This design comes from an exercise in tuning for small area and a short achievable clock period on the open sky130 flow, not from production work.
RTL that was checked went through simulation tests only; none was proved equivalent to the original.

==> build 58: inputs <==
## pipelined_array_multiplier
module pipelined_array_multiplier (
    input  logic        clk_i,
    input  logic        clk_en_i,
    input  logic        rst_n_i,
    input  logic [31:0] multiplicand_i,
    input  logic [31:0] multiplier_i,
    input  logic        data_valid_i,
    output logic [63:0] product_o,
    output logic        data_valid_o
);
    logic [2:0] v_q;
    always_ff @(posedge clk_i) begin
        if (!rst_n_i) v_q <= '0;
        else if (clk_en_i) v_q <= {v_q[1:0], data_valid_i};
    end
    assign data_valid_o = v_q[2];
    logic [33:0] bx;
    assign bx = {2'b00, multiplier_i};
    logic [15:0] neg, one, two;
    for (genvar i = 0; i < 16; i++) begin : g_enc
        logic b_lo;
        if (i == 0) begin : g_first
            assign b_lo = 1'b0;
        end else begin : g_next
            assign b_lo = bx[2*i-1];
        end
        assign neg[i] = bx[2*i+1];
        assign one[i] = bx[2*i] ^ b_lo;
        assign two[i] = (bx[2*i+1] & ~bx[2*i] & ~b_lo) | (~bx[2*i+1] & bx[2*i] & b_lo);
    end
    logic [31:0] a_q;
    logic [15:0] neg_q, one_q, two_q;
    logic        b31_q;
    always_ff @(posedge clk_i) begin
        if (clk_en_i) begin
            a_q   <= multiplicand_i;
            neg_q <= neg;
            one_q <= one;
            two_q <= two;
            b31_q <= multiplier_i[31];
        end
    end
    logic [32:0] ax;
    assign ax = {a_q, 1'b0};
    logic [15:0][32:0] ppn;
    for (genvar i = 0; i < 16; i++) begin : g_booth
        mul_bpp0 u_bpp0 (.a_i(a_q[0]), .one_i(one_q[i]), .neg_i(neg_q[i]), .ppn_o(ppn[i][0]));
        for (genvar j = 1; j < 32; j++) begin : g_bit
            mul_bpp u_bpp (.a_i(a_q[j]), .a1_i(a_q[j-1]), .one_i(one_q[i]), .two_i(two_q[i]), .neg_i(neg_q[i]), .ppn_o(ppn[i][j]));
        end
        mul_bpp0 u_bpp32 (.a_i(a_q[31]), .one_i(two_q[i]), .neg_i(neg_q[i]), .ppn_o(ppn[i][32]));
    end
    logic [31:0] ppn16;
    assign ppn16 = ~(a_q & {32{b31_q}});
    logic [15:0] negn;
    assign negn = ~neg_q;
  ...
clock: 11.0 ns
lec_check: 0
cap_margin: 20
core_margin: 2
core_utilization: 40
slew_margin: 20
synth_hierarchical: 1
synth_minimum_keep_size: 0
standard.sh (not shown) runs the stock make flow with config.mk's settings and CLKGATE_MAP_FILE= SYNTH_SCRIPT=/design/flow/synth_recipe.tcl, a recipe that flattens the netlist after the stock synthesis.
==> flow/flow/run.sh <==
#!/bin/bash
# Layout flow: the standard ORFS flow (standard.sh) with the standard
# synthesis unchanged, plus
#  - after floorplan, combinational cells downsized to their smallest drive
#    strength (flow/downsize.tcl), so that area is only spent where timing
#    repair asks for it;
#  - optionally, timing repair also right after detailed placement
#    (flow/place_repair.tcl);
#  - optionally a chosen buffer cell for the port buffers.
# Settings are in flow/settings.sh. Each tool's output goes to a log here.
set -euo pipefail
cd "$(dirname "$0")/.."
W=$PWD
source flow/settings.sh
args=()
if [[ "$DOWNSIZE" != "none" ]]; then
  args+=("POST_FLOORPLAN_TCL=$W/flow/downsize.tcl" "DOWNSIZE_FAMILIES=$DOWNSIZE")
fi
args+=("SETUP_SLACK_MARGIN=$SETUP_MARGIN")
if [[ "${PLACE_REPAIR:-0}" == 1 ]]; then
  args+=("POST_DETAIL_PLACE_TCL=$W/flow/place_repair.tcl")
fi
if [[ -n "$PORT_BUFFER" ]]; then
  args+=("BUFFER_PORTS_ARGS=-buffer_cell $PORT_BUFFER")
fi
args+=($EXTRA)
bash standard.sh synth > flow_synth.log 2>&1
bash standard.sh "${args[@]}" finish > flow_layout.log 2>&1
==> flow/flow/settings.sh <==
SETUP_MARGIN=7.55
DOWNSIZE="all"
PORT_BUFFER=sky130_fd_sc_hd__buf_2
PLACE_REPAIR=0
EXTRA="CTS_CLUSTER_SIZE=30 CTS_CLUSTER_DIAMETER=100 CORE_UTILIZATION=55"
Other scripts of this flow, unchanged in this note and not shown: flow/flow/downsize.tcl, flow/flow/place_repair.tcl
==> trial 59 (differences from build 58) <==
==> flow/flow/settings.sh (replaced) <==
SETUP_MARGIN=7.5
DOWNSIZE="all"
PORT_BUFFER=sky130_fd_sc_hd__buf_2
PLACE_REPAIR=0
EXTRA="CTS_CLUSTER_SIZE=30 CTS_CLUSTER_DIAMETER=100 CORE_UTILIZATION=60"
==> comparison table <==
item	trial 59	build 58
Setup WS post-layout	7500 ps	7539 ps
Starting density of the core	0.6092	0.5578
Cts repair resizes	109	161
Via-per-instance ratio	6.953	6.812
Via count of the first global-routing pass	28850	28900
Post-Route Hold Slack	529.0 ps	531.0 ps
Global-route met2 utilization	0.5996	0.5773
Area occupied by multi-input gates	24230 sq um	24460 sq um
Fraction of area in registers	0.2599	0.2569
Reg-to-reg startpoint	r0_q[101]	r0_q[77]
Result of the run	complete, no violations	complete, no violations
Area post-placement	35250 sq um	35360 sq um
No run of this note included a check of the RTL's function; only the layout flow was run.

* * *

==> v7 <==
Another version of the RTL of pipelined_array_multiplier (not shown whole).
export LEC_CHECK = 0
export CAP_MARGIN = 20
export CORE_MARGIN = 2
export CORE_UTILIZATION = 40
export SLEW_MARGIN = 20
export SYNTH_HIERARCHICAL = 1
export SYNTH_MINIMUM_KEEP_SIZE = 0
create_clock -name core_clock -period 11.0 [get_ports {clk_i}]
==> flow/flow/downsize.tcl <==
# Downsize combinational cells to the smallest drive strength of their
# family (same function and footprint). Timing repair later sizes the
# critical ones back up. Registers and clock cells are left alone.
# DOWNSIZE_FAMILIES: space-separated family names (e.g. a22oi), or "all".
set families [expr {[info exists ::env(DOWNSIZE_FAMILIES)] ? $::env(DOWNSIZE_FAMILIES) : "all"}]
set skip {^(dfxtp|dfxbp|dfrtp|dfrbp|dfstp|dfbbp|dfsbp|dfrtn|dfbbn|edfxtp|edfxbp|sdf.*|sedf.*|dl.*|clk.*|conb|tap.*|fill.*|decap.*|diode.*|probe.*|lpflow.*)$}
set smallest [dict create]
set count 0
foreach inst [get_cells *] {
  set ref [get_property $inst ref_name]
  if {![regexp {^sky130_fd_sc_hd__(.+)_(\d+)$} $ref -> fam drive]} { continue }
  if {[regexp $skip $fam]} { continue }
  if {$families ne "all" && [lsearch -exact $families $fam] < 0} { continue }
  if {![dict exists $smallest $fam]} {
    set best ""
    set best_area 1e9
    foreach lc [get_lib_cells sky130_fd_sc_hd__${fam}_*] {
      set name [get_property $lc name]
      if {![regexp "^sky130_fd_sc_hd__${fam}_\\d+\$" $name]} { continue }
      if {[get_property $lc dont_use]} { continue }
      set a [get_property $lc area]
      if {$a < $best_area} { set best $name; set best_area $a }
    }
    dict set smallest $fam $best
  }
  set to [dict get $smallest $fam]
  if {$to ne "" && $to ne $ref} {
    replace_cell $inst $to
    incr count
  }
}
puts "downsize: replaced $count cells"
==> flow/flow/place_repair.tcl <==
log_cmd estimate_parasitics -placement
repair_timing_helper -setup
detailed_placement
optimize_mirroring
log_cmd estimate_parasitics -placement
==> flow/flow/settings.sh <==
SETUP_MARGIN=7.55
DOWNSIZE="all"
PORT_BUFFER=sky130_fd_sc_hd__buf_2
PLACE_REPAIR=1
EXTRA=""
Scripts as last shown in full above: flow/flow/run.sh
==> v36: changes against v7 <==
==> flow/flow/settings.sh (replaced) <==
SETUP_MARGIN=7.55
DOWNSIZE="all"
PORT_BUFFER=sky130_fd_sc_hd__buf_2
PLACE_REPAIR=0
EXTRA="CTS_CLUSTER_SIZE=30 CTS_CLUSTER_DIAMETER=100 CORE_UTILIZATION=55 SLEW_MARGIN=0 CAP_MARGIN=0"
==> flow_metrics.py <==
metrics = {
    "floorplanning": {
        "die_y_um": 304,
    },
    "setup_path": {
        "crit_path_end": "p_q[62]",
        "critPathSlowestCell": "fa_1",
        "reg2reg_to": "p_q[62]",
        "path_cells": "or2_0, fa_1, fa_2, nor2_1, a21oi_2, o21ai_2, a21oi_1, o21ai_1, a21oi_1, o21ai_1, xor2_1, inv_1",
    },
    "global_routing": {
        "antenna_found_initial": 0,
    },
    "clock_tree": {
        "cts_made_buffers": 42,
    },
    "placement": {
        "dp_hpwl_um": 76100,
        "placed_cell_area_mm2": 0.0358,
    },
    "drt": {
        "firstDrtPassIters": 7,
    },
    "run_status": {
        "run_status": "finished clean",
    },
}
[end of results for v7]
==> flow_metrics.py <==
metrics = {
    "run_status": {
        "run_status": "finished clean",
    },
    "drt": {
        "firstDrtPassIters": 8,
    },
    "placement": {
        "placed_cell_area_mm2": 0.0354,
        "dp_hpwl_um": 77400,
    },
    "setup_path": {
        "crit_path_end": "r0_q[31]",
        "critPathSlowestCell": "fa_2",
        "reg2reg_to": "r0_q[31]",
        "path_cells": "buf_6, a22oi_1, xor2_1, fa_1, fa_1, fa_2, fa_1",
    },
    "floorplanning": {
        "die_y_um": 260,
    },
    "clock_tree": {
        "cts_made_buffers": 20,
    },
}
[end of results for v36]

==> re-timing with driven ports <==
No port has a modelled driver above. Below, the same layouts with a new extraction and two added sets of constraints.
Step 1 assumes that a clkbuf_16 drives the clock port and a buf_2 every other input.
Step 2 times the ports against the registers' clock, not the clock port: input delays grow and output delays shrink by t, the midpoint of the rising clock arrivals with the driver on.
Three values: no drivers, after step 1, after step 2; two values: the first two.
| run | shift t [ns] | slack for setup (ns) | worst register clock-pin slew, ns | worst slew at a driven data input, ns |
|---|---|---|---|---|
| build 58 | 0.641 | 7.539 / 7.539 / 6.996 | 0.12 / 0.12 | 0.05 |
| trial 59 | 0.652 | 7.500 / 7.500 / 6.969 | 0.11 / 0.11 | 0.05 |
| v7 | 0.635 | 7.527 / 7.527 / 7.049 | 0.06 / 0.06 | 0.06 |
| v36 | 0.645 | 7.572 / 7.536 / 7.022 | 0.12 / 0.12 | 0.05 |
After both steps setup and hold are still met in every run listed. For v36, which loses most, drivers alone change the setup slack by -0.036 ns; drivers and shift together by -0.550 ns.
